This is an optimization exercise on Yosys and OpenROAD, whose aim is small area, not a production implementation.
RTL that was checked went through simulation tests only; none was proved equivalent to the original.
The RTL of runs 1 and 3 was laid out without a check of its function.
Power figures rest on the tool's default switching activity, not on a simulated workload.

`design/flow/config.mk`:
```
export PLATFORM = sky130hd
export DESIGN_NAME = periph_top
export DESIGN_NICKNAME = periph_top
export VERILOG_FILES = /design/flow/design.v
export SDC_FILE = /design/flow/constraint.sdc
export NUM_CORES = 4
export LEC_CHECK = 0
export CAP_MARGIN = 20
export CORE_MARGIN = 2
export CORE_UTILIZATION = 40
export SLEW_MARGIN = 20
```
`design/flow/constraint.sdc`:
```
create_clock -name core_clock -period 10.0 [get_ports {clk}]
set_input_delay 2.0000 -clock core_clock [delete_from_list [all_inputs] [get_ports {clk}]]
set_output_delay 2.0000 -clock core_clock [all_outputs]
set_load 0.01 [all_outputs]
```
`design/flow/design.v`:
```
`timescale 1ns / 1ps
module periph_top(
    input         clk,
    input         resetn,
    input         req_i,
    input         we_i,
    input  [31:0] addr_i,
    input  [31:0] wdata_i,
    input  [15:0] SW,
    input         BTNU, BTNL, BTNC, BTNR, BTND,
    output        req_m,
    output        we_m,
    output [5:0]  req,
    output        we_d,
    output [2:0]  RDsel_o,
    output [31:0] led_rdata,
    output [31:0] seg_rdata,
    output [31:0] sw_rdata,
    output [15:0] LED,
    output        CA, CB, CC, CD, CE, CF, CG,
    output [7:0]  AN
  );
  wire [2:0] win  = addr_i[14:12];
  wire       base = req_i & addr_i[31] & ~|addr_i[30:15];
  wire       dev  = base & ~(win[2] & win[1]);
  assign req_m   = req_i & ~dev;
  assign we_m    = req_m & we_i;
  assign we_d    = dev & we_i;
  assign req     = {6{dev}} & (6'b1 << win);
  assign RDsel_o = dev ? win + 3'd1 : 3'd0;
  wire [11:0] off = addr_i[11:0];
  reg  [19:0] bt;
  reg         clk_strb;
  wire        bt_tc  = (bt == 20'b01111101001101011001);
  wire        bt_clr = ~resetn | bt_tc;
  always @(posedge clk) begin
    bt       <= ~({bt[18:0], bt[19] ^ bt[16]} | {20{bt_clr}});
    clk_strb <= resetn & (clk_strb ^ bt_tc);
  end
  reg [15:0] LED_reg, data_strb, led_out;
  wire led_a = req[0] & (off == 12'h800);
  wire led_b = req[0] & (off == 12'hF00);
  wire led_wok = we_d & ~|wdata_i[31:16];
  always @(posedge clk) begin
    if (!resetn) begin
      LED_reg   <= 16'b0;
      data_strb <= 16'b0;
      led_out   <= 16'b0;
    end else begin
      if (led_a & led_wok) LED_reg <= wdata_i[15:0];
      if (led_b & led_wok) data_strb <= wdata_i[15:0];
      if (led_a) led_out <= LED_reg;
      else if (led_b) led_out <= data_strb;
    end
  end
  assign LED = clk_strb ? (LED_reg | data_strb) : (LED_reg & ~data_strb);
  assign led_rdata = {16'b0, led_out};
  reg [31:0] wseg;
  reg [7:0]  select_seg;
  reg        sv;           
  reg [2:0]  sidx;         
  reg [31:0] seg_out;
  wire [7:0] strb_sel = {8{sv}} & (8'b1 << sidx);
  wire sreq    = req[1];
  wire sw_e    = sreq & we_d;
  wire dig     = (off[11:5] == 7'b0) & (off[1:0] == 2'b0);
  wire o_sel   = (off == 12'h020);
  wire o_strb  = (off == 12'h024);
  wire o_res   = (off == 12'h028);
  wire w4z     = ~|wdata_i[31:4];
  wire w8z     = ~|wdata_i[31:8];
  wire wff     = &wdata_i[7:0];
  wire w74z    = ~|wdata_i[7:4];
  integer k;
  always @(posedge clk) begin
    if (!resetn) begin
      wseg       <= 32'b0;
      select_seg <= 8'b0;
      sv         <= 1'b0;
      seg_out    <= 32'b0;
    end else if (sreq) begin
      for (k = 0; k < 8; k = k + 1)
        if (sw_e & dig & (off[4:2] == k) & w4z) wseg[4*k +: 4] <= wdata_i[3:0];
      if (sw_e & o_sel & w8z) select_seg <= wdata_i[7:0];
      if (sw_e & o_strb & wff) sv <= 1'b0;
      else if (sw_e & o_strb & w74z) sv <= ~wdata_i[3];
      if (sw_e & o_res) begin
        wseg       <= 32'b0;
        select_seg <= 8'hFF;
        sv         <= 1'b0;
      end
      if (dig)         seg_out <= wseg;
      else if (o_sel)  seg_out <= {24'b0, select_seg};
      else if (o_strb) seg_out <= {24'b0, strb_sel};
      else             seg_out <= 32'b0;
    end
  end
  always @(posedge clk)
    if (sw_e & o_strb & w74z) sidx <= wdata_i[2:0];
  assign seg_rdata = seg_out;
  reg [9:0] sc;
  reg       av;            
  reg [2:0] aidx;          
  wire      sc_tc  = (sc == 10'b1100100011);
  wire      sc_clr = ~resetn | sc_tc;
  always @(posedge clk) begin
    sc <= ~({sc[8:0], sc[9] ^ sc[6]} | {10{sc_clr}});
    av <= resetn & (av | sc_tc);
    if (sc_tc) aidx <= {3{av}} & (aidx + 3'd1);
  end
  reg [3:0] cur, prv;
  reg       first;
  always @(posedge clk) begin
    cur   <= (resetn & av) ? wseg[4*aidx +: 4] : 4'b0;
    prv   <= cur;
    first <= ~resetn;
  end
  reg [6:0] pat;
  always @(*)
    case (prv)
      4'h0: pat = 7'b0000001;
      4'h1: pat = 7'b1001111;
      4'h2: pat = 7'b0010010;
      4'h3: pat = 7'b0000110;
      4'h4: pat = 7'b1001100;
      4'h5: pat = 7'b0100100;
      4'h6: pat = 7'b0100000;
      4'h7: pat = 7'b0001111;
      4'h8: pat = 7'b0000000;
      4'h9: pat = 7'b0000100;
      4'hA: pat = 7'b0001000;
      4'hB: pat = 7'b1100000;
      4'hC: pat = 7'b0110001;
      4'hD: pat = 7'b1000010;
      4'hE: pat = 7'b0110000;
      default: pat = 7'b0111000;
    endcase
  assign {CA, CB, CC, CD, CE, CF, CG} = pat | {7{first}};
  wire [7:0] anon = {8{av}} & (8'b1 << aidx);
  assign AN = ~(anon & (select_seg | (strb_sel & {8{clk_strb}})));
  reg [15:0] sw_out;
  always @(posedge clk) begin
    if (!resetn) sw_out <= 16'b0;
    else if (req[2] & (off == 12'h000)) sw_out <= SW;
    else if (req[2] & (off == 12'h004)) sw_out <= {11'b0, BTNU, BTNL, BTNC, BTNR, BTND};
  end
  assign sw_rdata = {16'b0, sw_out};
endmodule
```
`design/flow/run.sh`:
```
#!/bin/bash
# synth_recipe.tcl (not shown) runs the flow's synth.tcl, then flattens the netlist and writes it again
# the make line also repeats each setting of config.mk as NAME=value (left out here)
make -C /OpenROAD-flow-scripts/flow DESIGN_CONFIG=/design/flow/config.mk WORK_HOME=/design/flow/orfs CLKGATE_MAP_FILE= SYNTH_SCRIPT=/design/flow/synth_recipe.tcl finish
```
==> results of run 1 <==
-- layout make-up --
type | instances | share of cell area (%)
Clock inverter | 15 | 1.53
Tap cell | 275 | 3.10
Inverter | 21 | 0.711
Sequential cell | 187 | 34.3
Multi-Input combinational cell | 644 | 38.4
Clock buffer | 17 | 3.84
Timing Repair Buffer | 203 | 18.1
-- synthesized netlist by cell type, types with 2 or more instances --
master,n
o21ai_0,36
mux2_2,21
nor4_1,16
a22o_1,12
and3_1,6
ha_1,17
nor3_1,7
inv_1,20
mux4_2,9
nor2_1,53
edfxtp_1,6
nor2_2,2
and4_1,2
a21oi_1,54
buf_2,7
or3b_2,3
clkbuf_1,47
dfxtp_1,181
nand4b_1,2
nor4_2,2
nand2b_1,4
buf_1,3
o31ai_1,9
buf_4,34
nand2_1,93
nor2b_1,7
and2_1,6
nor4bb_1,4
nand3b_1,2
a221oi_1,8
nand4_1,14
or2_2,17
or3_1,3
nor4b_1,3
nand3_1,81
or4_1,8
xor2_1,2
mux2i_1,87
a31oi_1,8
-- power by group through the flow --
stage	clock network, mW	registers (mW)	logic (mW)
after global placement	0	0.779	0.0896
after global routing	0.735	0.763	0.0995
final	0.681	0.762	0.0901
after floorplan	0	0.778	0.0486
after detailed placement	0	0.779	0.0900
after CTS	0.699	0.762	0.0905
-- path summary, 6_finish.rpt --
path | slack (ps) | cells past startpoint | endpoint
min | 400 | 1 | bt[5]
min reg2reg | 400 | 1 | bt[5]
max | 3120 | 7 | req[1]
max reg2reg | 7940 | 5 | sc[3]
-- critical path: cells and delay by family --
kind	cells	cell delay (ps)
buf+inv	4	1810
simple gates	3	1050
-- routing by layer --
layer | GRT usage [%] | share of wire, % | up-vias
met5 | 0 | 0 | -
met4 | 5.94 | 1.3 | 0
met3 | 4.63 | 5.9 | 16
met2 | 31.7 | 45 | 220
met1 | 28.0 | 48 | 3347
li1 | - | - | 3514
-- kinds of logic (layout without fill, tap and decap cells) --
| family | Yosys count | in the layout | synth area share [%] |
|---|---|---|---|
| and+or+nand+nor | 344 | 344 | 21.0 |
| DFF | 187 | 187 | 44.7 |
| buffers and inverters | 114 | 256 | 6.91 |
| xor gates and xnor gates | 3 | 3 | 0.309 |
| other | 1 | 32 | 0.0440 |
| muxes | 117 | 117 | 15.4 |
| adders and majority gates | 17 | 17 | 2.50 |
| AOI/OAI and AO/OA | 131 | 131 | 9.14 |
==> results.py, run 1 <==
metrics = {
    "sta": {
        "fin_skew_ps": 14.6,
        "maxSlewViolCount": 0,
        "holdWs_ps": 400,
        "max-slew-margin-rel_pct": 34.4,
        "post-route-min-period_ps": 6880,
        "setup_viol": 0,
        "timing.setup.tns_ps": 0,
        "tightest_slew_ps": 976,
        "hold_viol_final": 0,
        "post-route-period-util_pct": 68.8,
        "rsz0062_at_grt": "no",
        "final.setup.worst_slack_ps": 3120,
        "max_freq_mhz": 145,
    },
    "route": {
        "drcViolationCount": 0,
        "wl_um": 22600,
        "wire_per_inst_um": 16.6,
        "drt_iter0_drc": 439,
        "vias": 7097,
        "antenna_left": 0,
        "vias_per_cell": 5.21,
        "firstDrtPassIters": 6,
    },
    "yosys": {
        "ys_async_sr_fraction_pct": 0,
        "synth_area_per_cell_um2": 9.31,
        "synth_flop_cell": "dfxtp_1",
        "netlist_instances": 914,
        "synthDistinctLibCells": 57,
        "ys_warn_count": 1,
        "yosysSeqAreaShare_pct": 44.7,
        "yosys.area.top_type": "dfxtp_1",
        "syn_area_um2": 8510,
        "synth_top_area_share_pct": 42.6,
        "netlist_top_cells_area": "dfxtp_1 43%, mux2i_1 10%, nand3_1 4.8%",
        "synth_edf_count": 6,
        "synth-seq-cells": 187,
    },
    "cells_and_area": {
        "mostFrequentLayoutCells": "194 x clkdlybuf4s50_1, 181 x dfxtp_1, 93 x nand2_1",
        "post-route-cell-area_um2": 11100,
        "seq_area_um2": 3800,
        "final_common_cell": "clkdlybuf4s50_1",
        "utilization_pct": 52.9,
        "fin_cells": 1362,
        "areaGrowthSynthToFinish_pct": 30.2,
        "diodes": 0,
        "layout.nets": 1180,
        "drive_above_1_share_pct": 9.57,
        "fill_cells": 1965,
        "multi_input_area_um2": 4260,
        "largestRegisters": "seg_out (32), wseg (32), bt (20)",
    },
    "cts": {
        "cts.sinks": 187,
        "cts_htree_levels": 4,
        "numCtsBuffers": 17,
        "cts_max_path_buffers": 2,
        "hold_buffers": 0,
        "insertion_delay_ps": 430,
        "cts_tree": "done",
        "post-cts-setup-buffer-count": 0,
        "cts_resized": 0,
        "path_clk_slew_ps": 70,
        "clock-root-buffer": "clkbuf_16",
    },
    "min_path": {
        "hp-class": "reg -> reg",
        "worstHoldStart": "bt[4]",
    },
    "global_route": {
        "grt_pass1_wl_um": 35900,
        "grt_use_total_pct": 20.3,
        "overflow": 0,
        "grt_max_degree": 104,
        "grt_pass1_vias": 6637,
        "antenna_found_initial": 0,
    },
    "flow_run": {
        "maxCapViolations": 0,
    },
    "setup_path": {
        "crit_arrival_ps": 4880,
        "crit_fanout": 33,
        "crit_required_ps": 8000,
        "slowest_stage": "clkdlybuf4s50_1",
        "path_common_cell": "clkdlybuf4s50_1",
        "start_kind": "input port",
        "timing.rr.start": "sc[6]",
        "critical_path_class": "in -> out",
        "end_kind": "primary output",
        "max_stage_delay_ps": 660,
        "crit_chain": "clkdlybuf4s50_1 > or4_1 > nor2_1 > nand3_1 > buf_4 > inv_1 > clkdlybuf4s50_1",
        "setup.worst_path.start": "addr_i[18]",
    },
    "power_and_ir_drop": {
        "intPower_mw": 1.16,
        "peakVddDrop_mv": 0.118,
        "p_sw_share_pct": 24.2,
        "power_switching_mw": 0.371,
        "p_seq_share_pct": 49.7,
        "power_mw": 1.53,
        "leakagePower_nw": 4.19,
        "comb_power_share_pct": 5.9,
        "cellPowerDensity_nw_per_um2": 138,
        "power.clock.fraction_pct": 44.4,
    },
    "die": {
        "initial_core_util_pct": 40.6,
        "dieArea_um2": 22500,
        "die_y_um": 150,
        "num_io_pins": 228,
        "num_rows": 53,
        "die_w_um": 150,
        "coreArea_um2": 21000,
    },
    "placement": {
        "placed_area_um2": 10500,
        "place.gp.congestion": 0.906,
        "place_ws_ps": 3100,
        "hpwl_um": 16200,
        "port_buffers": 195,
        "dp_cells": 1330,
    },
    "run_status": {
        "status": "finished clean",
    },
}
==> run 2, diff against run 1 <==
--- a/design/flow/design.v
+++ b/design/flow/design.v
@@ -43,13 +43,8 @@
   wire led_wok = we_d & ~|wdata_i[31:16];
+  wire        rst   = ~resetn;
+  wire [15:0] wd16  = wdata_i[15:0] & {16{resetn}};
   always @(posedge clk) begin
-    if (!resetn) begin
-      LED_reg   <= 16'b0;
-      data_strb <= 16'b0;
-      led_out   <= 16'b0;
-    end else begin
-      if (led_a & led_wok) LED_reg <= wdata_i[15:0];
-      if (led_b & led_wok) data_strb <= wdata_i[15:0];
-      if (led_a) led_out <= LED_reg;
-      else if (led_b) led_out <= data_strb;
-    end
+    if ((led_a & led_wok) | rst) LED_reg <= wd16;
+    if ((led_b & led_wok) | rst) data_strb <= wd16;
+    if (led_a | led_b | rst) led_out <= (led_a & resetn) ? LED_reg : (data_strb & {16{resetn}});
   end
@@ -73,25 +68,13 @@
   wire w74z    = ~|wdata_i[7:4];
+  wire [3:0] wd4   = wdata_i[3:0] & {4{resetn & ~(sw_e & o_res)}};
+  wire       clr   = rst | (sw_e & o_res);
   integer k;
   always @(posedge clk) begin
-    if (!resetn) begin
-      wseg       <= 32'b0;
-      select_seg <= 8'b0;
-      sv         <= 1'b0;
-      seg_out    <= 32'b0;
-    end else if (sreq) begin
-      for (k = 0; k < 8; k = k + 1)
-        if (sw_e & dig & (off[4:2] == k) & w4z) wseg[4*k +: 4] <= wdata_i[3:0];
-      if (sw_e & o_sel & w8z) select_seg <= wdata_i[7:0];
-      if (sw_e & o_strb & wff) sv <= 1'b0;
-      else if (sw_e & o_strb & w74z) sv <= ~wdata_i[3];
-      if (sw_e & o_res) begin
-        wseg       <= 32'b0;
-        select_seg <= 8'hFF;
-        sv         <= 1'b0;
-      end
-      if (dig)         seg_out <= wseg;
-      else if (o_sel)  seg_out <= {24'b0, select_seg};
-      else if (o_strb) seg_out <= {24'b0, strb_sel};
-      else             seg_out <= 32'b0;
-    end
+    for (k = 0; k < 8; k = k + 1)
+      if ((sw_e & dig & (off[4:2] == k) & w4z) | clr) wseg[4*k +: 4] <= wd4;
+    if ((sw_e & o_sel & w8z) | clr) select_seg <= (sw_e & o_res & resetn) ? 8'hFF : wdata_i[7:0] & {8{resetn}};
+    if ((sw_e & o_strb & (wff | w74z)) | clr) sv <= resetn & ~(sw_e & o_res) & ~wff & ~wdata_i[3];
+    if (sreq | rst) seg_out <= {32{resetn}} & (dig ? wseg :
+                                  o_sel  ? {24'b0, select_seg} :
+                                  o_strb ? {24'b0, strb_sel} : 32'b0);
   end
@@ -141,7 +124,7 @@
   reg [15:0] sw_out;
-  always @(posedge clk) begin
-    if (!resetn) sw_out <= 16'b0;
-    else if (req[2] & (off == 12'h000)) sw_out <= SW;
-    else if (req[2] & (off == 12'h004)) sw_out <= {11'b0, BTNU, BTNL, BTNC, BTNR, BTND};
-  end
+  wire sw_a = req[2] & (off == 12'h000);
+  wire sw_b = req[2] & (off == 12'h004);
+  always @(posedge clk)
+    if (sw_a | sw_b | rst)
+      sw_out <= {16{resetn}} & (sw_a ? SW : {11'b0, BTNU, BTNL, BTNC, BTNR, BTND});
   assign sw_rdata = {16'b0, sw_out};
==> design/flow/flow/run.sh (new file) <==
#!/bin/bash
set -e
echo 'export BUFFER_PORTS_ARGS = -buffer_cell sky130_fd_sc_hd__buf_1' >> config.mk
bash standard.sh > standard.log 2>&1
==> design/flow/standard.sh (new file) <==
#!/bin/bash
# synth_recipe.tcl (not shown) runs the flow's synth.tcl, then flattens the netlist and writes it again
# the make line also repeats each setting of config.mk as NAME=value (left out here)
make -C /OpenROAD-flow-scripts/flow DESIGN_CONFIG=/design/flow/config.mk WORK_HOME=/design/flow/orfs CLKGATE_MAP_FILE= SYNTH_SCRIPT=/design/flow/synth_recipe.tcl "${@:-finish}"
--- a/design/flow/config.mk
+++ b/design/flow/config.mk
@@ -9,3 +9,5 @@
 export CORE_MARGIN = 2
-export CORE_UTILIZATION = 40
+export CORE_UTILIZATION = 60
+export CTS_BUF_LIST = sky130_fd_sc_hd__clkbuf_8
 export SLEW_MARGIN = 20
+export BUFFER_PORTS_ARGS = -buffer_cell sky130_fd_sc_hd__buf_1
removed: design/flow/run.sh
==> run 2 against run 1 <==
  * Via count decreased by 20%
  * Largest cell class is now sequential cells
  * Hold slack improved by 13 ps
  * Still clean
  * Register-to-register slack improved by 30 ps
  * Clock-buffer cell count is the same
  * Largest power group unchanged
  * Synthesized cell count shrank 30%
  * Sequential share of layout area grew 21 points
  * Highest routed layer unchanged
  * Utilization grew 17 points
  * Synthesized area is 3.9% lower
  * Worst setup slack better by 1300 ps
  * Combinational power increased by 25%
  * First-iteration DRC count shrank 18%
==> results.py, run 2 <==
metrics = {
    "yosys": {
        "synth_area_per_cell_um2": 12.8,
        "synth_flop_cell": "edfxtp_1",
        "synthDistinctLibCells": 52,
        "synth_top_area_share_pct": 52.5,
        "yosysMostFrequentCell": "edfxtp_1",
        "synth_edf_count": 143,
        "yosys.area.top_type": "edfxtp_1",
        "ys_warn_count": 1,
        "yosysSeqAreaShare_pct": 63.3,
        "ys_async_sr_fraction_pct": 0,
        "synth-seq-cells": 187,
        "netlist_top_cells_area": "edfxtp_1 52%, dfxtp_1 11%, buf_4 3.1%",
        "netlist_instances": 639,
        "syn_area_um2": 8180,
        "synthTopCellsByCount": "143 x edfxtp_1, 57 x nor2_1, 44 x dfxtp_1",
    },
    "cells_and_area": {
        "seq_area_um2": 5170,
        "drive_above_1_share_pct": 9.61,
        "layout.nets": 936,
        "largestRegisters": "seg_out (32), wseg (32), bt (20)",
        "multi_input_area_um2": 2690,
        "mostFrequentLayoutCells": "194 x buf_1, 143 x edfxtp_1, 57 x nor2_1",
        "fill_cells": 971,
        "diodes": 0,
        "areaGrowthSynthToFinish_pct": 14.3,
        "final_common_cell": "buf_1",
    },
    "die": {
        "die_w_um": 121,
        "die_y_um": 121,
        "coreArea_um2": 13300,
        "initial_core_util_pct": 61.5,
        "dieArea_um2": 14600,
        "num_io_pins": 228,
        "num_rows": 42,
    },
    "sta": {
        "post-route-period-util_pct": 55.7,
        "setup_viol": 0,
        "max_freq_mhz": 180,
        "timing.setup.tns_ps": 0,
        "hold_viol_final": 0,
        "post-route-min-period_ps": 5570,
        "fin_skew_ps": 10.7,
        "final.setup.worst_slack_ps": 4430,
        "tightest_slew_ps": 898,
        "rsz0062_at_grt": "no",
        "max-slew-margin-rel_pct": 39.9,
        "maxSlewViolCount": 0,
    },
    "cts": {
        "post-cts-setup-buffer-count": 0,
        "cts_resized": 0,
        "path_clk_slew_ps": 90,
        "clock-root-buffer": "clkbuf_8",
        "insertion_delay_ps": 450,
        "cts_max_path_buffers": 2,
        "cts_htree_levels": 4,
        "cts_tree": "done",
        "cts.sinks": 187,
        "numCtsBuffers": 17,
        "hold_buffers": 0,
    },
    "flow_run": {
        "maxCapViolations": 0,
    },
    "route": {
        "drcViolationCount": 0,
        "firstDrtPassIters": 5,
        "antenna_left": 0,
        "wire_per_inst_um": 18.0,
        "vias_per_cell": 5.59,
        "vias": 5693,
        "wl_um": 18300,
        "drt_iter0_drc": 358,
    },
    "setup_path": {
        "crit_arrival_ps": 3570,
        "critical_path_class": "in -> out",
        "start_kind": "input port",
        "end_kind": "primary output",
        "crit_required_ps": 8000,
        "crit_fanout": 7,
    },
    "power_and_ir_drop": {
        "cellPowerDensity_nw_per_um2": 163,
        "peakVddDrop_mv": 0.123,
        "leakagePower_nw": 3.50,
    },
    "global_route": {
        "grt_pass1_vias": 5593,
        "overflow": 0,
        "grt_max_degree": 64,
        "antenna_found_initial": 0,
        "grt_use_total_pct": 25.7,
        "grt_pass1_wl_um": 28200,
    },
    "placement": {
        "port_buffers": 195,
        "place.gp.congestion": 0.901,
        "hpwl_um": 13600,
        "place_ws_ps": 4450,
    },
    "run_status": {
        "status": "finished clean",
    },
    "min_path": {
        "hp-class": "reg -> reg",
    },
}
[run 2: kinds of logic (layout without fill, tap and decap cells)]
kind of cell / after synthesis / in the layout / synth area share (%)
buf+inv: 81 / 254 / 5.51
flops: 187 / 187 / 63.3
other cells: 1 / 32 / 0.0458
fa+ha+maj: 17 / 17 / 2.60
mux: 30 / 30 / 5.31
xor+xnor: 3 / 3 / 0.321
simple gates: 236 / 236 / 15.6
compound gates: 84 / 84 / 7.39
[run 2: report_power, final]
part           internal, mW  total (mW)  switching (mW)
clock network         0.247       0.509           0.262
logic                0.0413       0.113          0.0717
registers             0.882       0.904          0.0218
[run 2: per-stage QoR]
step / power [mW] / instances / utilization (%) / hold WS [ps] / instance area, um^2
3_3_place_gp: 1.03 / 987 / 67.3 / 388 / 8940
3_5_place_dp: 1.03 / 987 / 67.3 / 392 / 8940
2_1_floorplan: 0.991 / 670 / - / 378 / 8300
5_1_grt: 1.58 / 1019 / 70.3 / 431 / 9350
4_1_cts: 1.53 / 1019 / 70.3 / 410 / 9350
6_report: 1.53 / 1019 / 70.3 / 413 / 9350
[run 2: area by class of cell]
type	instances	share of cell area [%]
Sequential cell	187	55.3
Multi-Input combinational cell	402	28.7
Timing Repair Buffer	202	8.40
Clock buffer	17	2.50
Tap cell	176	2.35
Clock inverter	15	1.86
Inverter	20	0.803
[run 2: worst max-delay path, stage by stage]
cell	delay, ps
buf_1	110
nor4_2	330
nand3_2	180
nor3_1	570
nand2_1	160
inv_1	80
buf_1	150
[run 2: path summary, 6_finish.rpt]
| path | from | depth (start not counted) | end | slack, ps |
|---|---|---|---|---|
| hold reg to reg | bt[4] | 1 | bt[5] | 410 |
| hold / removal | bt[4] | 1 | bt[5] | 410 |
| setup reg to reg | sc[4] | 5 | sc[8] | 7970 |
| setup / recovery | addr_i[23] | 7 | req[2] | 4430 |
[run 2: metal layers]
| metal | global-route usage (%) | wire length, um |
|---|---|---|
| met1 | 34.0 | 7530 |
| met2 | 41.9 | 9070 |
| met3 | 7.22 | 1440 |
| met4 | 7.27 | 271 |
| met5 | 0 | 0 |
==> run 3, diff against run 2 <==
--- a/design/flow/design.v
+++ b/design/flow/design.v
@@ -93,2 +93,10 @@
   end
+  wire [7:0] anon = {8{av}} & (8'b1 << aidx);
+  reg  [3:0] digsel;
+  integer j;
+  always @(*) begin
+    digsel = 4'b0;
+    for (j = 0; j < 8; j = j + 1)
+      digsel = digsel | ({4{anon[j]}} & wseg[4*j +: 4]);
+  end
   reg [3:0] cur, prv;
@@ -96,3 +104,3 @@
   always @(posedge clk) begin
-    cur   <= (resetn & av) ? wseg[4*aidx +: 4] : 4'b0;
+    cur   <= {4{resetn}} & digsel;
     prv   <= cur;
@@ -121,3 +129,2 @@
   assign {CA, CB, CC, CD, CE, CF, CG} = pat | {7{first}};
-  wire [7:0] anon = {8{av}} & (8'b1 << aidx);
   assign AN = ~(anon & (select_seg | (strb_sel & {8{clk_strb}})));
==> design/flow/flow/run.sh (replaced) <==
#!/bin/bash
set -e
cat >> config.mk <<'EOC'
export BUFFER_PORTS_ARGS = -buffer_cell sky130_fd_sc_hd__buf_1
export CTS_ARGS = -sink_clustering_enable -repair_clock_nets -dont_use_dummy_load -buf_list sky130_fd_sc_hd__clkbuf_8
EOC
bash standard.sh > standard.log 2>&1
--- a/design/flow/config.mk
+++ b/design/flow/config.mk
@@ -10,4 +10,4 @@
 export CORE_UTILIZATION = 60
-export CTS_BUF_LIST = sky130_fd_sc_hd__clkbuf_8
 export SLEW_MARGIN = 20
 export BUFFER_PORTS_ARGS = -buffer_cell sky130_fd_sc_hd__buf_1
+export CTS_ARGS = -sink_clustering_enable -repair_clock_nets -dont_use_dummy_load -buf_list sky130_fd_sc_hd__clkbuf_8
==> run 3 against run 2 <==
  * Largest cell class unchanged
  * Clock-buffer cell count unchanged
  * First-iteration DRC count increased by 15%
  * Clock power decreased by 28%
  * Design area decreased by 2.7%
  * Still clean on timing, DRC and antenna
  * Synthesized area decreased by 0.38%
==> results.py, run 3 <==
metrics = {
    "global_route": {
        "grt_use_total_pct": 24.1,
        "antenna_found_initial": 0,
        "grt_pass1_wl_um": 26700,
        "grt_pass1_vias": 5354,
        "grt_max_degree": 59,
        "overflow": 0,
    },
    "cts": {
        "clock-root-buffer": "clkbuf_8",
        "cts_tree": "done",
        "insertion_delay_ps": 460,
        "cts.sinks": 187,
        "path_clk_slew_ps": 80,
        "cts_resized": 0,
        "cts_max_path_buffers": 2,
        "numCtsBuffers": 17,
        "post-cts-setup-buffer-count": 0,
        "hold_buffers": 0,
        "cts_htree_levels": 4,
    },
    "sta": {
        "setup_viol": 0,
        "max-slew-margin-rel_pct": 32.9,
        "max_freq_mhz": 177,
        "final.setup.worst_slack_ps": 4340,
        "hold_viol_final": 0,
        "post-route-min-period_ps": 5660,
        "rsz0062_at_grt": "no",
        "timing.setup.tns_ps": 0,
        "tightest_slew_ps": 998,
        "fin_skew_ps": 22.4,
        "post-route-period-util_pct": 56.6,
        "maxSlewViolCount": 0,
    },
    "cells_and_area": {
        "drive_above_1_share_pct": 7.04,
        "fin_cells": 1000,
        "diodes": 0,
        "mostFrequentLayoutCells": "194 x buf_1, 143 x edfxtp_1, 67 x nor2_1",
        "layout.nets": 932,
        "final_common_cell": "buf_1",
        "largestRegisters": "seg_out (32), wseg (32), bt (20)",
        "areaGrowthSynthToFinish_pct": 11.7,
    },
    "yosys": {
        "netlist_top_cells_area": "edfxtp_1 53%, dfxtp_1 11%, nor2_1 3.1%",
        "synth-simple-area-share_pct": 16.0,
        "ys_async_sr_fraction_pct": 0,
        "yosys.area.top_type": "edfxtp_1",
        "synth_fa_ha_area_share_pct": 2.61,
        "synth_edf_count": 143,
        "ys_warn_count": 1,
        "yosysMostFrequentCell": "edfxtp_1",
        "synth_top_area_share_pct": 52.7,
        "synth_area_per_cell_um2": 12.7,
        "synth_flop_cell": "edfxtp_1",
        "synth_top_family_by_area": "simple AND/OR/NAND/NOR gates",
        "syn_area_um2": 8150,
        "yosysSeqAreaShare_pct": 63.5,
        "synthTopCellsByCount": "143 x edfxtp_1, 67 x nor2_1, 44 x dfxtp_1",
        "synthDistinctLibCells": 61,
        "netlist_instances": 641,
        "synth_compound_area_share_pct": 8.04,
        "synth-seq-cells": 187,
        "synth_xor_area_share_pct": 0.322,
        "synthMuxAreaShare_pct": 3.84,
    },
    "die": {
        "coreArea_um2": 13200,
        "num_io_pins": 228,
        "die_y_um": 121,
        "num_rows": 42,
        "dieArea_um2": 14500,
        "die_w_um": 121,
        "initial_core_util_pct": 61.5,
    },
    "power_and_ir_drop": {
        "power_switching_mw": 0.307,
        "comb_power_share_pct": 7.6,
        "leakagePower_nw": 3.31,
        "intPower_mw": 1.07,
        "p_sw_share_pct": 22.3,
        "peakVddDrop_mv": 0.0919,
        "power_mw": 1.38,
        "power.clock.fraction_pct": 26.7,
        "p_seq_share_pct": 65.6,
        "cellPowerDensity_nw_per_um2": 151,
    },
    "route": {
        "antenna_left": 0,
        "firstDrtPassIters": 7,
        "drt_iter0_drc": 413,
        "drcViolationCount": 0,
        "wire_per_inst_um": 17.2,
        "vias_per_cell": 5.64,
        "wl_um": 17200,
        "vias": 5638,
    },
    "run_status": {
        "status": "finished clean",
    },
    "setup_path": {
        "slowest_stage": "a211oi_1",
        "crit_fanout": 9,
        "crit_chain": "buf_1 > nor4_1 > nand3_1 > a211oi_1 > and2_1 > buf_1",
        "path_delay_family": "simple AND/OR/NAND/NOR gates",
        "max_stage_delay_ps": 550,
        "crit_arrival_ps": 3660,
        "cp.buffers_inverters": 2,
        "end_kind": "primary output",
        "critical_path_class": "in -> out",
        "start_kind": "input port",
        "crit_required_ps": 8000,
        "path_common_cell": "buf_1",
    },
    "placement": {
        "place.gp.congestion": 0.903,
        "place_ws_ps": 4160,
        "hpwl_um": 13000,
        "dp_cells": 983,
        "port_buffers": 195,
    },
    "flow_run": {
        "maxCapViolations": 0,
    },
    "min_path": {
        "hp-class": "reg -> reg",
    },
}
## run 3: kinds of logic after synthesis
group                    after synthesis
AND/OR/NAND/NOR                      235
flip-flops                           187
AO/OA/AOI/OAI                         89
buffers and inverters                 82
multiplexers                          27
adder cells (fa/ha/maj)               17
XOR/XNOR                               3
other                                  1
## run 3: cell type report
| type | count | area, um^2 |
|---|---|---|
| clock buffers | 17 | 234 |
| fillers | 1010 | 4140 |
| inverters | 18 | 68.8 |
| multi-input cells | 403 | 2640 |
| flip-flops and latches | 187 | 5170 |
| well taps | 176 | 220 |
| repair buffers | 199 | 763 |
## run 3: metrics by stage
stage | utilization, % | instance area (um^2) | hold slack, ps
3_3_place_gp | 66.9 | 8860 | 385
4_1_cts | 68.7 | 9100 | 402
6_report | 68.7 | 9100 | 408
3_5_place_dp | 66.9 | 8860 | 392
2_1_floorplan | - | 8270 | 378
5_1_grt | 68.7 | 9100 | 425
## run 3: per-layer routing
metal	part of all wire, %	routed length, um	GRT usage (%)
met4	1.3	231	7.56
met5	0	0	0
met3	7.2	1240	4.81
met2	48	8340	39.6
met1	43	7440	32.5
## run 3: path summary, 6_finish.rpt
| check | from | end | slack (ps) | cells past startpoint |
|---|---|---|---|---|
| worst min-delay path | bt[6] | bt[7] | 410 | 1 |
| worst min register to register | bt[6] | bt[7] | 410 | 1 |
| worst max register to register | bt[4] | bt[14] | 8090 | 5 |
| worst max-delay path | addr_i[22] | we_d | 4340 | 6 |
## run 3: power groups by stage
stage                     logic, mW  clock network (mW)  registers (mW)
final                         0.105               0.368           0.904
after global routing          0.116               0.401           0.909
after CTS                     0.106               0.376           0.904
after detailed placement      0.105                   0           0.921
after global placement        0.104                   0           0.920
after floorplan              0.0655                   0           0.920
==> run 4, diff against run 3 <==
--- a/design/flow/design.v
+++ b/design/flow/design.v
@@ -53,2 +53,5 @@
   reg [31:0] wseg;
+  reg        pv;
+  reg [2:0]  pidx;
+  reg [3:0]  pval;
   reg [7:0]  select_seg;
@@ -56,3 +59,4 @@
   reg [2:0]  sidx;         
-  reg [31:0] seg_out;
+  reg        segw;         
+  reg [7:0]  seg_lo;       
   wire [7:0] strb_sel = {8{sv}} & (8'b1 << sidx);
@@ -68,4 +72,5 @@
   wire w74z    = ~|wdata_i[7:4];
-  wire [3:0] wd4   = wdata_i[3:0] & {4{resetn & ~(sw_e & o_res)}};
+  wire       dwr   = sw_e & dig & w4z;
   wire       clr   = rst | (sw_e & o_res);
+  wire [3:0] cd    = pval & {4{~clr}};
   integer k;
@@ -73,12 +78,19 @@
     for (k = 0; k < 8; k = k + 1)
-      if ((sw_e & dig & (off[4:2] == k) & w4z) | clr) wseg[4*k +: 4] <= wd4;
+      if ((sreq & pv & (pidx == k)) | clr) wseg[4*k +: 4] <= cd;
+    if (sreq | rst) begin
+      pv     <= resetn & dwr;
+      segw   <= resetn & dig;
+      seg_lo <= {8{resetn}} & (o_sel ? select_seg : o_strb ? strb_sel : 8'b0);
+    end
     if ((sw_e & o_sel & w8z) | clr) select_seg <= (sw_e & o_res & resetn) ? 8'hFF : wdata_i[7:0] & {8{resetn}};
     if ((sw_e & o_strb & (wff | w74z)) | clr) sv <= resetn & ~(sw_e & o_res) & ~wff & ~wdata_i[3];
-    if (sreq | rst) seg_out <= {32{resetn}} & (dig ? wseg :
-                                  o_sel  ? {24'b0, select_seg} :
-                                  o_strb ? {24'b0, strb_sel} : 32'b0);
   end
-  always @(posedge clk)
+  always @(posedge clk) begin
+    if (dwr) begin
+      pidx <= off[4:2];
+      pval <= wdata_i[3:0];
+    end
     if (sw_e & o_strb & w74z) sidx <= wdata_i[2:0];
-  assign seg_rdata = seg_out;
+  end
+  assign seg_rdata = segw ? wseg : {24'b0, seg_lo};
   reg [9:0] sc;
@@ -104,3 +116,3 @@
   always @(posedge clk) begin
-    cur   <= {4{resetn}} & digsel;
+    cur   <= {4{resetn}} & ((av & pv & (pidx == aidx)) ? pval : digsel);
     prv   <= cur;
@@ -108,22 +120,11 @@
   end
-  reg [6:0] pat;
-  always @(*)
-    case (prv)
-      4'h0: pat = 7'b0000001;
-      4'h1: pat = 7'b1001111;
-      4'h2: pat = 7'b0010010;
-      4'h3: pat = 7'b0000110;
-      4'h4: pat = 7'b1001100;
-      4'h5: pat = 7'b0100100;
-      4'h6: pat = 7'b0100000;
-      4'h7: pat = 7'b0001111;
-      4'h8: pat = 7'b0000000;
-      4'h9: pat = 7'b0000100;
-      4'hA: pat = 7'b0001000;
-      4'hB: pat = 7'b1100000;
-      4'hC: pat = 7'b0110001;
-      4'hD: pat = 7'b1000010;
-      4'hE: pat = 7'b0110000;
-      default: pat = 7'b0111000;
-    endcase
+  wire [15:0] dhot = 16'b1 << prv;
+  wire [6:0]  pat;
+  assign pat[6] = |(dhot & 16'b0010100000010010);   
+  assign pat[5] = |(dhot & 16'b1101100001100000);   
+  assign pat[4] = |(dhot & 16'b1101000000000100);   
+  assign pat[3] = |(dhot & 16'b1000010010010010);   
+  assign pat[2] = |(dhot & 16'b0000001010111010);   
+  assign pat[1] = |(dhot & 16'b0010000010001110);   
+  assign pat[0] = |(dhot & 16'b0001000010000011);   
   assign {CA, CB, CC, CD, CE, CF, CG} = pat | {7{first}};
--- a/design/flow/flow/run.sh
+++ b/design/flow/flow/run.sh
@@ -1,3 +1,11 @@
 #!/bin/bash
-set -e
+# Layout flow: the standard flow (standard.sh) with three changes.
+#  - Synthesis is the standard flow's own script, except that its abc call maps the logic
+#    with an area-oriented script (flow/area.abc). Every pass before abc,
+#    flip-flop mapping included, is the standard one, so the registers are the
+#    standard synthesis's.
+#  - The port buffers are the smallest buffer cell.
+#  - Clock tree synthesis adds no dummy loads.
+set -euo pipefail
+W=$PWD
 cat >> config.mk <<'EOC'
@@ -6,2 +14,14 @@
 EOC
-bash standard.sh > standard.log 2>&1
+{
+  cat <<'EOT'
+proc abc {args} {
+  set i [lsearch -exact $args -script]
+  if { $i >= 0 } { lset args [expr {$i + 1}] $::env(AREA_ABC_SCRIPT) }
+  yosys abc {*}$args
+}
+EOT
+  cat synth_recipe.tcl
+} > area_synth.tcl
+sed "s|SYNTH_SCRIPT=[^ ]*|SYNTH_SCRIPT=$W/area_synth.tcl|" standard.sh > area_standard.sh
+export AREA_ABC_SCRIPT=$W/flow/area.abc
+bash area_standard.sh > standard.log 2>&1
==> design/flow/flow/area.abc (new file) <==
strash
balance
rewrite
refactor
balance
rewrite
rewrite -z
balance
refactor -z
rewrite -z
balance
balance
rewrite
refactor
balance
rewrite
rewrite -z
balance
refactor -z
rewrite -z
balance
dch -f
amap
mfs2
strash
dch -f
amap
topo
==> run 4 against run 3 <==
  * Maximum frequency decreased by 8.7%
  * Critical path depth stayed put
  * Utilization up 2.1 points
  * Clock skew rose by 2.8 ps
  * Flip-flop and latch count fell by 18
  * Critical path type unchanged
  * Highest routed layer unchanged
==> results.py, run 4 <==
metrics = {
    "cells_and_area": {
        "final_common_cell": "buf_1",
        "areaGrowthSynthToFinish_pct": 15.1,
        "seq_area_um2": 4660,
        "post-route-cell-area_um2": 8540,
        "mostFrequentLayoutCells": "195 x buf_1, 128 x edfxtp_1, 120 x nor2_1",
        "regMostFlops": "wseg",
        "fill_cells": 916,
        "multi_input_area_um2": 2290,
        "diodes": 0,
        "largest_reg_flops": 32,
        "drive_above_1_share_pct": 2.88,
        "largestRegisters": "wseg (32), bt (20)",
        "layout.nets": 1004,
    },
    "setup_path": {
        "end_kind": "primary output",
        "crit_fanout": 10,
        "slowest_stage": "nor3_1",
        "crit_chain": "buf_1 > or4_1 > nor3_1 > nand4_1 > nor3_1 > buf_1",
        "critical_path_class": "in -> out",
        "path_delay_family": "simple AND/OR/NAND/NOR gates",
        "start_kind": "input port",
        "crit_required_ps": 8000,
        "cp.buffers_inverters": 2,
        "crit_arrival_ps": 4200,
        "max_stage_delay_ps": 840,
    },
    "power_and_ir_drop": {
        "p_sw_share_pct": 23.4,
        "leakagePower_nw": 2.94,
        "intPower_mw": 0.983,
        "comb_power_share_pct": 9.1,
        "power.clock.fraction_pct": 27.7,
        "power_switching_mw": 0.301,
        "p_seq_share_pct": 63.2,
        "cellPowerDensity_nw_per_um2": 150,
        "peakVddDrop_mv": 0.107,
    },
    "cts": {
        "post-cts-setup-buffer-count": 0,
        "insertion_delay_ps": 470,
        "cts_htree_levels": 4,
        "numCtsBuffers": 17,
        "hold_buffers": 0,
        "cts.sinks": 169,
        "cts_max_path_buffers": 2,
        "cts_tree": "done",
        "path_clk_slew_ps": 70,
        "cts_resized": 0,
        "clock-root-buffer": "clkbuf_8",
    },
    "route": {
        "firstDrtPassIters": 5,
        "wire_per_inst_um": 16.1,
        "wl_um": 17200,
        "vias": 5875,
        "drcViolationCount": 0,
        "vias_per_cell": 5.49,
        "drt_iter0_drc": 412,
        "antenna_left": 0,
    },
    "sta": {
        "maxSlewViolCount": 0,
        "tightest_slew_ps": 925,
        "post-route-min-period_ps": 6200,
        "timing.setup.tns_ps": 0,
        "max-slew-margin-rel_pct": 37.9,
        "setup_viol": 0,
        "fin_skew_ps": 25.2,
        "max_freq_mhz": 161,
        "rsz0062_at_grt": "no",
        "hold_viol_final": 0,
        "post-route-period-util_pct": 62.0,
    },
    "global_route": {
        "antenna_found_initial": 0,
        "grt_max_degree": 51,
        "grt_pass1_vias": 5399,
        "overflow": 0,
        "grt_use_total_pct": 25.9,
        "grt_pass1_wl_um": 25900,
    },
    "yosys": {
        "synthDistinctLibCells": 38,
        "yosys.area.top_type": "edfxtp_1",
        "netlist_top_cells_area": "edfxtp_1 52%, dfxtp_1 11%, nor2_1 6.1%",
        "netlist_instances": 686,
        "synth_flop_cell": "edfxtp_1",
        "yosysMostFrequentCell": "edfxtp_1",
        "synth-seq-cells": 169,
        "synth_top_area_share_pct": 51.8,
        "ys_warn_count": 1,
        "synth_area_per_cell_um2": 10.8,
        "synth_edf_count": 128,
        "ys_async_sr_fraction_pct": 0,
        "synthTopCellsByCount": "128 x edfxtp_1, 120 x nor2_1, 98 x clkinv_1",
        "syn_area_um2": 7420,
        "yosysSeqAreaShare_pct": 62.8,
    },
    "placement": {
        "placed_area_um2": 8290,
        "port_buffers": 195,
        "hpwl_um": 13100,
        "place.gp.congestion": 0.889,
    },
    "run_status": {
        "status": "finished clean",
    },
    "die": {
        "num_rows": 40,
        "coreArea_um2": 12100,
        "num_io_pins": 228,
        "dieArea_um2": 13300,
        "die_w_um": 115,
        "initial_core_util_pct": 61.5,
        "die_y_um": 115,
    },
    "min_path": {
        "hp-class": "reg -> reg",
    },
    "flow_run": {
        "maxCapViolations": 0,
    },
}
## run 4: cell types whose count changed after synthesis, moves of 15 or more
cell      delta
edfxtp_1    -15
o21ai_0     +16
mux2_2      -16
inv_1       -16
o22ai_1     +46
nor2_1      +53
clkinv_1    +98
nor2b_1     +15
and2_1      -31
clkbuf_1    -26
o21ai_1     -19
a22o_1      -24
and3_1      -15
## run 4: through the flow
stage	hold slack (ps)	total power [mW]	setup WS, ps	std cells	utilization, %
global route	334	1.33	3650	1070	70.8
detailed placement	318	0.944	3820	1053	68.8
floorplan	310	0.899	4320	717	-
CTS	327	1.29	3800	1070	70.7
finish	329	1.28	3800	1070	70.8
global placement	320	0.938	3860	1052	68.7
## run 4: worst register-to-register path, delay by kind of cell (launching register included)
kind / cells / cell delay (ps)
DFF: 1 / 430
AOI/OAI and AO/OA: 5 / 1450
buffers and inverters: 2 / 390
## run 4: kinds of logic (layout without fill, tap and decap cells)
group | count (synthesis) | in the layout | synth area share, %
AND/OR/NAND/NOR | 257 | 257 | 16.7
adder cells (fa/ha/maj) | 11 | 11 | 1.85
buffers and inverters | 131 | 316 | 8.29
other | 1 | 32 | 0.0505
AO/OA/AOI/OAI | 117 | 117 | 10.3
flip-flops | 169 | 169 | 62.8
## run 4: per-layer routing
metal	GRT usage (%)	wire length [um]	vias to the layer above
met5	0	0	-
met4	10.4	367	0
met3	5.27	1420	29
met2	45.4	8710	331
met1	31.5	6680	2705
li1	-	-	2810
## run 4: path summary, 6_finish.rpt
kind               from      to  slack (ps)  cells after the start
max reg2reg     pidx[0]  cur[1]        7590                      7
min reg2reg      cur[2]  prv[2]         330                      0
min              cur[2]  prv[2]         330                      0
max          addr_i[24]  req[1]        3800                      6
## run 4: area by class of cell
class | instances | area share (%)
clock buffer | 17 | 2.74
inverter | 98 | 4.31
multi-input combinational | 417 | 26.8
sequential | 169 | 54.6
tap | 168 | 2.46
timing repair buffer | 201 | 9.09
## run 4: power by group through the flow
stage	clock network (mW)	logic [mW]	registers, mW
after floorplan	0	0.0712	0.828
after global placement	0	0.113	0.825
after detailed placement	0	0.117	0.827
after CTS	0.361	0.117	0.812
after global routing	0.383	0.131	0.815
final	0.356	0.117	0.812
==> run 5, diff against run 4 <==
--- a/design/flow/flow/run.sh
+++ b/design/flow/flow/run.sh
@@ -12,2 +12,3 @@
 export BUFFER_PORTS_ARGS = -buffer_cell sky130_fd_sc_hd__buf_1
+export SKIP_REPAIR_TIE_FANOUT = 1
 export CTS_ARGS = -sink_clustering_enable -repair_clock_nets -dont_use_dummy_load -buf_list sky130_fd_sc_hd__clkbuf_8
--- a/design/flow/config.mk
+++ b/design/flow/config.mk
@@ -12,2 +12,3 @@
 export BUFFER_PORTS_ARGS = -buffer_cell sky130_fd_sc_hd__buf_1
+export SKIP_REPAIR_TIE_FANOUT = 1
 export CTS_ARGS = -sink_clustering_enable -repair_clock_nets -dont_use_dummy_load -buf_list sky130_fd_sc_hd__clkbuf_8
==> run 5 against run 4 <==
  * Design area is 1.5% lower
  * Largest power group unchanged
  * Synthesized cell count stayed put
  * First-iteration DRC count is 13% higher
  * Critical path depth stayed put
  * Global-route usage is 0.26 points higher
  * Critical endpoint unchanged
  * Worst setup slack worse by 79 ps
  * Clock skew hardly changed
  * Critical path type unchanged
  * Sequential power hardly changed
  * Via count is 2.1% lower
==> results.py, run 5 <==
metrics = {
    "cts": {
        "cts_tree": "done",
        "cts.sinks": 169,
        "numCtsBuffers": 17,
        "insertion_delay_ps": 450,
        "post-cts-setup-buffer-count": 0,
        "cts_max_path_buffers": 2,
        "clock-root-buffer": "clkbuf_8",
        "hold_buffers": 0,
        "cts_resized": 0,
        "cts_htree_levels": 4,
        "path_clk_slew_ps": 70,
    },
    "yosys": {
        "ys_warn_count": 1,
        "synthTopCellsByCount": "128 x edfxtp_1, 120 x nor2_1, 98 x clkinv_1",
        "synth_area_per_cell_um2": 10.8,
        "synthDistinctLibCells": 38,
        "synth_edf_count": 128,
        "netlist_instances": 686,
        "yosys.area.top_type": "edfxtp_1",
        "ys_async_sr_fraction_pct": 0,
        "synth_flop_cell": "edfxtp_1",
        "synth_top_area_share_pct": 51.8,
        "synth-seq-cells": 169,
        "yosysMostFrequentCell": "edfxtp_1",
        "yosysSeqAreaShare_pct": 62.8,
        "netlist_top_cells_area": "edfxtp_1 52%, dfxtp_1 11%, nor2_1 6.1%",
        "syn_area_um2": 7420,
    },
    "global_route": {
        "grt_pass1_wl_um": 26400,
        "antenna_found_initial": 0,
        "grt_pass1_vias": 5538,
        "grt_use_total_pct": 26.2,
        "overflow": 0,
        "grt_max_degree": 50,
    },
    "sta": {
        "post-route-period-util_pct": 62.8,
        "maxSlewViolCount": 0,
        "timing.setup.tns_ps": 0,
        "hold_viol_final": 0,
        "rsz0062_at_grt": "no",
        "tightest_slew_ps": 1030,
        "post-route-min-period_ps": 6280,
        "setup_viol": 0,
        "fin_skew_ps": 25.1,
        "max-slew-margin-rel_pct": 31.3,
        "max_freq_mhz": 159,
    },
    "cells_and_area": {
        "largest_reg_flops": 32,
        "fill_cells": 920,
        "diodes": 0,
        "fin_cells": 1037,
        "layout.nets": 971,
        "mostFrequentLayoutCells": "195 x buf_1, 128 x edfxtp_1, 120 x nor2_1",
        "largestRegisters": "wseg (32), bt (20)",
        "final_common_cell": "buf_1",
        "areaGrowthSynthToFinish_pct": 13.4,
        "regMostFlops": "wseg",
        "drive_above_1_share_pct": 2.88,
    },
    "route": {
        "wire_per_inst_um": 16.6,
        "drt_iter0_drc": 465,
        "drcViolationCount": 0,
        "wl_um": 17200,
        "firstDrtPassIters": 7,
        "vias_per_cell": 5.55,
        "vias": 5754,
        "antenna_left": 0,
    },
    "die": {
        "dieArea_um2": 13300,
        "die_w_um": 115,
        "num_io_pins": 228,
        "initial_core_util_pct": 61.5,
        "coreArea_um2": 12100,
        "die_y_um": 115,
        "num_rows": 40,
    },
    "placement": {
        "hpwl_um": 13000,
        "port_buffers": 195,
        "dp_cells": 1020,
        "place.gp.congestion": 0.924,
    },
    "setup_path": {
        "cp.buffers_inverters": 2,
        "path_delay_family": "simple AND/OR/NAND/NOR gates",
        "slowest_stage": "nor3_1",
        "crit_chain": "buf_1 > or4_1 > nor3_1 > nand4_1 > nor3_1 > buf_1",
        "crit_fanout": 10,
        "crit_required_ps": 8000,
        "start_kind": "input port",
        "critical_path_class": "in -> out",
        "end_kind": "primary output",
        "max_stage_delay_ps": 880,
        "crit_arrival_ps": 4280,
    },
    "min_path": {
        "hp-class": "reg -> reg",
    },
    "power_and_ir_drop": {
        "leakagePower_nw": 2.83,
        "cellPowerDensity_nw_per_um2": 152,
        "peakVddDrop_mv": 0.0965,
        "power_mw": 1.28,
    },
    "run_status": {
        "status": "finished clean",
    },
    "flow_run": {
        "maxCapViolations": 0,
    },
}
[run 5: cell counts after synthesis]
Identical to the previous run, type by type.
[run 5: path summary, 6_finish.rpt]
check	start	end	slack, ps	depth (start not counted)
min	cur[3]	prv[3]	320	0
max reg2reg	aidx[1]	cur[1]	7530	7
min reg2reg	cur[3]	prv[3]	320	0
max	addr_i[24]	req[1]	3720	6
[run 5: final cells by class]
type                    instances  area [um^2]  area share, %
clock buffers                  17          234           2.78
inverters                      98          368           4.37
multi-input cells             386         2180           25.9
flip-flops and latches        169         4660           55.4
well taps                     168          210           2.50
repair buffers                199          762           9.05
[run 5: power breakdown]
part | internal, mW | switching [mW]
registers | 0.795 | 0.0163
clock network | 0.150 | 0.201
logic | 0.0381 | 0.0790
[run 5: per-stage QoR]
step / instance area [um^2] / setup slack [ps] / utilization (%) / hold WS, ps
floorplan: 7420 / 4320 / - / 310
global placement: 8170 / 3850 / 67.7 / 314
detailed placement: 8170 / 3720 / 67.7 / 313
CTS: 8400 / 3710 / 69.6 / 318
global route: 8420 / 3560 / 69.8 / 325
finish: 8420 / 3720 / 69.8 / 316
[run 5: cell families after synthesis]
family          after synthesis  synth area share (%)
simple gates                257                  16.7
flops                       169                  62.8
buf+inv                     131                  8.29
compound gates              117                  10.3
fa+ha+maj                    11                  1.85
other cells                   1                0.0505
[run 5: worst register-to-register path: stages (launching register included)]
cell and delay [ps]:
edfxtp_1 410, clkinv_1 130, a222oi_1 320, o2111ai_1 150
a221oi_1 730, clkinv_1 270, o41ai_1 140, a21oi_1 150
[run 5: metal layers]
metal / track usage (%) / vias to the layer above / routed length (um)
li1: - / 2772 / -
met1: 32.9 / 2660 / 7050
met2: 45.5 / 289 / 8580
met3: 4.80 / 33 / 1200
met4: 9.48 / 0 / 338
met5: 0 / - / 0
==> run 6, diff against run 5 <==
--- a/design/flow/flow/run.sh
+++ b/design/flow/flow/run.sh
@@ -12,4 +12,3 @@
 export BUFFER_PORTS_ARGS = -buffer_cell sky130_fd_sc_hd__buf_1
-export SKIP_REPAIR_TIE_FANOUT = 1
-export CTS_ARGS = -sink_clustering_enable -repair_clock_nets -dont_use_dummy_load -buf_list sky130_fd_sc_hd__clkbuf_8
+export CTS_ARGS = -sink_clustering_enable -repair_clock_nets -dont_use_dummy_load -buf_list sky130_fd_sc_hd__clkbuf_16 -sink_clustering_size 30 -sink_clustering_max_diameter 60
 EOC
--- a/design/flow/config.mk
+++ b/design/flow/config.mk
@@ -12,3 +12,2 @@
 export BUFFER_PORTS_ARGS = -buffer_cell sky130_fd_sc_hd__buf_1
-export SKIP_REPAIR_TIE_FANOUT = 1
-export CTS_ARGS = -sink_clustering_enable -repair_clock_nets -dont_use_dummy_load -buf_list sky130_fd_sc_hd__clkbuf_8
+export CTS_ARGS = -sink_clustering_enable -repair_clock_nets -dont_use_dummy_load -buf_list sky130_fd_sc_hd__clkbuf_16 -sink_clustering_size 30 -sink_clustering_max_diameter 60
==> run 6 against run 5 <==
  * Synthesized cell count unchanged
  * Sequential power about the same
  * Maximum frequency is 2.2% higher
  * Hold slack improved by 6.1 ps
  * Total power up 13%
  * Clock skew is 13 ps lower
  * Die area is the same
  * Clock-buffer cell count stayed put
  * Sequential share of layout area down 2.0 points
  * Still clean on timing, DRC and antenna
  * Utilization up 2.6 points
  * Combinational power about the same
==> results.py, run 6 <==
metrics = {
    "run_status": {
        "status": "finished clean",
    },
    "die": {
        "coreArea_um2": 12100,
        "die_y_um": 115,
        "num_io_pins": 228,
        "dieArea_um2": 13300,
        "die_w_um": 115,
        "num_rows": 40,
        "initial_core_util_pct": 61.5,
    },
    "global_route": {
        "grt_max_degree": 51,
        "overflow": 0,
        "grt_pass1_wl_um": 26000,
        "grt_use_total_pct": 26.2,
        "antenna_found_initial": 0,
        "grt_pass1_vias": 5412,
    },
    "route": {
        "drcViolationCount": 0,
        "vias_per_cell": 5.47,
        "antenna_left": 0,
        "firstDrtPassIters": 5,
        "drt_iter0_drc": 446,
        "wl_um": 17200,
        "wire_per_inst_um": 16.1,
        "vias": 5854,
    },
    "min_path": {
        "whs_path_depth": 0,
        "min_to": "prv[2]",
        "worstHoldStart": "cur[2]",
        "hp-class": "reg -> reg",
    },
    "yosys": {
        "yosysMostFrequentCell": "edfxtp_1",
        "netlist_top_cells_area": "edfxtp_1 52%, dfxtp_1 11%, nor2_1 6.1%",
        "synth_area_per_cell_um2": 10.8,
        "synthDistinctLibCells": 38,
        "ys_async_sr_fraction_pct": 0,
        "synthTopCellsByCount": "128 x edfxtp_1, 120 x nor2_1, 98 x clkinv_1",
        "synth_edf_count": 128,
        "yosysSeqAreaShare_pct": 62.8,
        "syn_area_um2": 7420,
        "synth-seq-cells": 169,
        "yosys.area.top_type": "edfxtp_1",
        "netlist_instances": 686,
        "ys_warn_count": 1,
        "synth_flop_cell": "edfxtp_1",
        "synth_top_area_share_pct": 51.8,
    },
    "setup_path": {
        "critical_path_class": "in -> out",
        "worst-r2r-cell-count": 7,
        "end_kind": "primary output",
        "start_kind": "input port",
        "crit_fanout": 10,
        "regToRegSetupSlack_ps": 7580,
        "crit_required_ps": 8000,
        "setup.worst_path.start": "addr_i[24]",
        "timing.rr.start": "pidx[0]",
        "r2r_end": "cur[2]",
        "crit_arrival_ps": 4140,
    },
    "cts": {
        "numCtsBuffers": 17,
        "cts_htree_levels": 4,
        "insertion_delay_ps": 420,
        "post-cts-setup-buffer-count": 0,
        "cts_resized": 0,
        "clock-root-buffer": "clkbuf_16",
        "hold_buffers": 0,
        "cts.sinks": 169,
        "cts_tree": "done",
        "path_clk_slew_ps": 50,
        "cts_max_path_buffers": 2,
    },
    "power_and_ir_drop": {
        "peakVddDrop_mv": 0.119,
        "cellPowerDensity_nw_per_um2": 166,
        "leakagePower_nw": 3.03,
    },
    "cells_and_area": {
        "diodes": 0,
        "largestRegisters": "wseg (32), bt (20)",
        "regMostFlops": "wseg",
        "final_common_cell": "buf_1",
        "mostFrequentLayoutCells": "195 x buf_1, 128 x edfxtp_1, 120 x nor2_1",
        "largest_reg_flops": 32,
        "fin_cells": 1070,
        "utilization_pct": 72.4,
        "fill_cells": 889,
        "layout.nets": 1004,
        "drive_above_1_share_pct": 2.88,
        "areaGrowthSynthToFinish_pct": 17.7,
    },
    "placement": {
        "port_buffers": 195,
        "hpwl_um": 13100,
        "place.gp.congestion": 0.889,
        "dp_cells": 1053,
    },
    "sta": {
        "max_freq_mhz": 163,
        "post-route-min-period_ps": 6140,
        "holdWs_ps": 322,
        "post-route-period-util_pct": 61.4,
        "timing.setup.tns_ps": 0,
        "setup_viol": 0,
        "fin_skew_ps": 12.0,
        "hold_viol_final": 0,
        "tightest_slew_ps": 859,
        "rsz0062_at_grt": "no",
        "max-slew-margin-rel_pct": 42.3,
        "maxSlewViolCount": 0,
    },
    "flow_run": {
        "maxCapViolations": 0,
    },
}
[run 6: cell counts after synthesis]
Identical to the previous run, type by type.
[run 6: how the worst max path moves through the flow]
| stage | slack, ps | cells after the start | end |
|---|---|---|---|
| floorplan | 4320 | 8 | sw_out[0] |
| global placement | 3860 | 6 | req[1] |
| detailed placement | 3820 | 6 | req[1] |
| CTS | 3800 | 6 | req[1] |
| global route | 3660 | 6 | req[1] |
| finish | 3860 | 6 | req[1] |
[run 6: layer usage]
metal	up-vias	track usage, %	share of wire (%)
li1	2817	-	-
met1	2719	31.7	40
met2	298	45.8	51
met3	20	6.27	7.5
met4	0	9.40	1.4
met5	-	0	0
[run 6: area by class of cell]
| class | count | area, um^2 | area share, % |
|---|---|---|---|
| clock buffers | 17 | 425 | 4.87 |
| inverters | 98 | 368 | 4.21 |
| multi-input cells | 417 | 2290 | 26.2 |
| flip-flops and latches | 169 | 4660 | 53.4 |
| well taps | 168 | 210 | 2.41 |
| repair buffers | 201 | 777 | 8.89 |
[run 6: worst max-delay path: stages]
cell and delay [ps]:
buf_1 70, or4_1 500, nor3_1 200, nand4_1 360, nor3_1 790, buf_1 230
[run 6: report_power, final]
group          switching (mW)  leakage, nW  total (mW)  internal (mW)
registers              0.0169         1.57       0.813          0.796
logic                  0.0784         1.25       0.117         0.0385
clock network           0.224        0.209       0.519          0.294
total                   0.320         3.03        1.45           1.13
[run 6: through the flow]
stage / cell area, um^2 / setup WS (ps) / total power [mW]
2_1_floorplan: 7540 / 4320 / 0.899
3_3_place_gp: 8290 / 3860 / 0.938
3_5_place_dp: 8290 / 3820 / 0.944
4_1_cts: 8720 / 3800 / 1.46
5_1_grt: 8740 / 3660 / 1.50
6_report: 8740 / 3860 / 1.45
[run 6: cells by family (layout without fill, tap and decap cells)]
kind of cell / after synthesis / count (layout) / synth area share (%)
other cells: 1 / 32 / 0.0505
fa+ha+maj: 11 / 11 / 1.85
simple gates: 257 / 257 / 16.7
buf+inv: 131 / 316 / 8.29
flops: 169 / 169 / 62.8
compound gates: 117 / 117 / 10.3
==> run 7, diff against run 6 <==
==> design/flow/flow/run.sh (replaced) <==
#!/bin/bash
# Layout flow: the standard flow (standard.sh) with these changes.
#  - Synthesis is the standard flow's own script, except that its abc call maps the logic
#    with an area-oriented script (flow/area.abc) and the extract_fa pass (which
#    makes half/full-adder cells of small xor/and groups) is skipped. Every
#    other pass, flip-flop mapping included, is the standard one, so the
#    registers are the standard synthesis's.
#  - The port buffers are the smallest buffer cell.
#  - One tie cell drives all the constant outputs (no tie fanout repair).
#  - Clock tree synthesis adds no dummy loads.
set -euo pipefail
W=$PWD
cat >> config.mk <<'EOC'
export BUFFER_PORTS_ARGS = -buffer_cell sky130_fd_sc_hd__buf_1
export SKIP_REPAIR_TIE_FANOUT = 1
export CTS_ARGS = -sink_clustering_enable -repair_clock_nets -dont_use_dummy_load -buf_list sky130_fd_sc_hd__clkbuf_8
EOC
{
  cat <<'EOT'
proc extract_fa {args} { puts "extract_fa skipped" }
proc abc {args} {
  set i [lsearch -exact $args -script]
  if { $i >= 0 } { lset args [expr {$i + 1}] $::env(AREA_ABC_SCRIPT) }
  yosys abc {*}$args
}
EOT
  cat synth_recipe.tcl
} > area_synth.tcl
sed "s|SYNTH_SCRIPT=[^ ]*|SYNTH_SCRIPT=$W/area_synth.tcl|" standard.sh > area_standard.sh
export AREA_ABC_SCRIPT=$W/flow/area.abc
bash area_standard.sh > standard.log 2>&1
--- a/design/flow/config.mk
+++ b/design/flow/config.mk
@@ -12,2 +12,3 @@
 export BUFFER_PORTS_ARGS = -buffer_cell sky130_fd_sc_hd__buf_1
-export CTS_ARGS = -sink_clustering_enable -repair_clock_nets -dont_use_dummy_load -buf_list sky130_fd_sc_hd__clkbuf_16 -sink_clustering_size 30 -sink_clustering_max_diameter 60
+export SKIP_REPAIR_TIE_FANOUT = 1
+export CTS_ARGS = -sink_clustering_enable -repair_clock_nets -dont_use_dummy_load -buf_list sky130_fd_sc_hd__clkbuf_8
==> run 7 against run 6 <==
  * Still clean on timing, DRC and antenna
  * Via count rose by 0.92%
  * Synthesized area is 0.94% lower
  * Design area fell by 4.7%
  * Global-route usage is 0.62 points higher
  * Maximum frequency fell by 0.60%
  * Clock power decreased by 32%
==> results.py, run 7 <==
metrics = {
    "cts": {
        "cts_resized": 0,
        "post-cts-setup-buffer-count": 0,
        "cts.sinks": 169,
        "cts_htree_levels": 4,
        "hold_buffers": 0,
        "insertion_delay_ps": 450,
        "numCtsBuffers": 17,
        "cts_tree": "done",
        "cts_max_path_buffers": 2,
        "clock-root-buffer": "clkbuf_8",
        "path_clk_slew_ps": 70,
    },
    "sta": {
        "post-route-min-period_ps": 6180,
        "hold_viol_final": 0,
        "holdWs_ps": 328,
        "tightest_slew_ps": 1080,
        "fin_skew_ps": 16.1,
        "max_freq_mhz": 162,
        "maxSlewViolCount": 0,
        "rsz0062_at_grt": "no",
        "max-slew-margin-rel_pct": 27.4,
        "timing.setup.tns_ps": 0,
        "setup_viol": 0,
        "post-route-period-util_pct": 61.8,
        "final.setup.worst_slack_ps": 3820,
    },
    "global_route": {
        "grt_use_total_pct": 26.8,
        "grt_pass1_wl_um": 26400,
        "grt_max_degree": 48,
        "grt_pass1_vias": 5666,
        "overflow": 0,
        "antenna_found_initial": 0,
    },
    "cells_and_area": {
        "drive_above_1_share_pct": 3.04,
        "mostFrequentLayoutCells": "195 x buf_1, 150 x nor2_1, 128 x edfxtp_1",
        "largestRegisters": "wseg (32), bt (20)",
        "largest_reg_flops": 32,
        "final_common_cell": "buf_1",
        "layout.nets": 980,
        "areaGrowthSynthToFinish_pct": 13.3,
        "diodes": 0,
        "utilization_pct": 69.3,
        "regMostFlops": "wseg",
        "fill_cells": 937,
    },
    "die": {
        "dieArea_um2": 13200,
        "initial_core_util_pct": 61.2,
        "die_y_um": 115,
        "num_rows": 40,
        "coreArea_um2": 12000,
        "num_io_pins": 228,
        "die_w_um": 115,
    },
    "route": {
        "firstDrtPassIters": 5,
        "vias": 5908,
        "antenna_left": 0,
        "vias_per_cell": 5.70,
        "wl_um": 17500,
        "drcViolationCount": 0,
        "wire_per_inst_um": 16.9,
        "drt_iter0_drc": 429,
    },
    "power_and_ir_drop": {
        "cellPowerDensity_nw_per_um2": 153,
        "peakVddDrop_mv": 0.0871,
        "leakagePower_nw": 2.81,
        "power_switching_mw": 0.298,
        "power.clock.fraction_pct": 27.8,
        "comb_power_share_pct": 8.8,
        "p_sw_share_pct": 23.3,
        "intPower_mw": 0.978,
        "p_seq_share_pct": 63.4,
    },
    "yosys": {
        "synthDistinctLibCells": 38,
        "synthTopCellsByCount": "150 x nor2_1, 128 x edfxtp_1, 111 x clkinv_1",
        "synth_area_per_cell_um2": 10.5,
        "netlist_top_cells_area": "edfxtp_1 52%, dfxtp_1 11%, nor2_1 7.7%",
        "ys_warn_count": 1,
        "synthMuxAreaShare_pct": 0,
        "synth_compound_area_share_pct": 9.87,
        "synth_flop_cell": "edfxtp_1",
        "synth_xor_area_share_pct": 0,
        "yosysMostFrequentCell": "nor2_1",
        "synth-seq-cells": 169,
        "synth_edf_count": 128,
        "synth_fa_ha_area_share_pct": 0,
        "ys_async_sr_fraction_pct": 0,
        "synth-simple-area-share_pct": 17.6,
        "yosys.area.top_type": "edfxtp_1",
        "syn_area_um2": 7350,
        "netlist_instances": 703,
        "synth_top_area_share_pct": 52.3,
        "yosysSeqAreaShare_pct": 63.4,
        "synth_top_family_by_area": "simple AND/OR/NAND/NOR gates",
    },
    "placement": {
        "place.gp.congestion": 0.887,
        "port_buffers": 195,
        "hpwl_um": 13200,
        "place_ws_ps": 3810,
    },
    "setup_path": {
        "crit_arrival_ps": 4180,
        "crit_required_ps": 8000,
        "end_kind": "primary output",
        "critical_path_class": "in -> out",
        "crit_fanout": 8,
        "start_kind": "input port",
    },
    "min_path": {
        "hp-class": "reg -> reg",
    },
    "run_status": {
        "status": "finished clean",
    },
    "flow_run": {
        "maxCapViolations": 0,
    },
}
-- run 7: power by group through the flow --
stage / registers, mW / clock network (mW) / logic, mW
after global routing: 0.813 / 0.383 / 0.125
final: 0.809 / 0.354 / 0.112
after CTS: 0.809 / 0.358 / 0.112
after global placement: 0.823 / 0 / 0.109
after detailed placement: 0.825 / 0 / 0.112
after floorplan: 0.825 / 0 / 0.0686
-- run 7: area by class of cell --
type                    instances  area [um^2]  share of cell area [%]
flip-flops and latches        169         4660                    56.0
multi-input cells             390         2050                    24.6
repair buffers                202          785                    9.42
inverters                     111          417                    5.00
clock buffers                  17          234                    2.81
well taps                     147          184                    2.21
-- run 7: final timing paths --
path,startpoint,to,slack [ps],cells past startpoint
max,addr_i[24],req[1],3820,6
min,cur[2],prv[2],330,0
max reg2reg,bt[5],bt[14],7530,6
min reg2reg,cur[2],prv[2],330,0
-- run 7: critical path: stages --
cell and delay [ps]:
buf_1 70, or4_1 520, nor3_1 190, nand4_1 290
nor3_1 870, buf_1 230
-- run 7: cells by family after synthesis --
group,after synthesis
and+or+nand+nor,278
AOI/OAI and AO/OA,111
buffers and inverters,144
DFF,169
other,1
-- run 7: metrics by stage --
step | power (mW) | cell area, um^2 | cells
floorplan | 0.894 | 7350 | 703
finish | 1.28 | 8330 | 1036
global route | 1.32 | 8330 | 1036
detailed placement | 0.937 | 8090 | 1019
global placement | 0.932 | 8090 | 1019
CTS | 1.28 | 8320 | 1036
-- run 7: layer usage --
metal	up-vias	GRT usage, %	wire, um
met2	284	46.4	8820
li1	2819	-	-
met1	2771	31.9	6950
met3	34	7.15	1310
met4	0	10.8	387
met5	-	0	0

## separate check: timing with driven ports
The flow's constraints put no driver on any port. The routed layouts listed below were extracted and timed again, unchanged, in two steps. Step 1 sets driving cells, clkbuf_16 on the clock port and buf_2 on the other inputs (assumed; they add their load-dependent delay and slew). Step 2 also shifts input and output timing later by t, the mid clock arrival at the registers, as if the neighbouring blocks saw the same clock. Slacks: no drivers / after step 1 / after step 2; pairs: no drivers / after step 1.
run | shift t [ns] | setup WS [ns]
run 1 | 0.479 | 3.124 / 3.102 / 3.102
run 2 | 0.485 | 4.431 / 4.402 / 4.402
run 3 | 0.481 | 4.342 / 4.320 / 4.204
run 4 | 0.491 | 3.801 / 3.774 / 3.774
run 5 | 0.475 | 3.722 / 3.703 / 3.703
run 6 | 0.462 | 3.859 / 3.833 / 3.833
run 7 | 0.481 | 3.822 / 3.803 / 3.803
After both steps setup and hold are still met in every run listed.
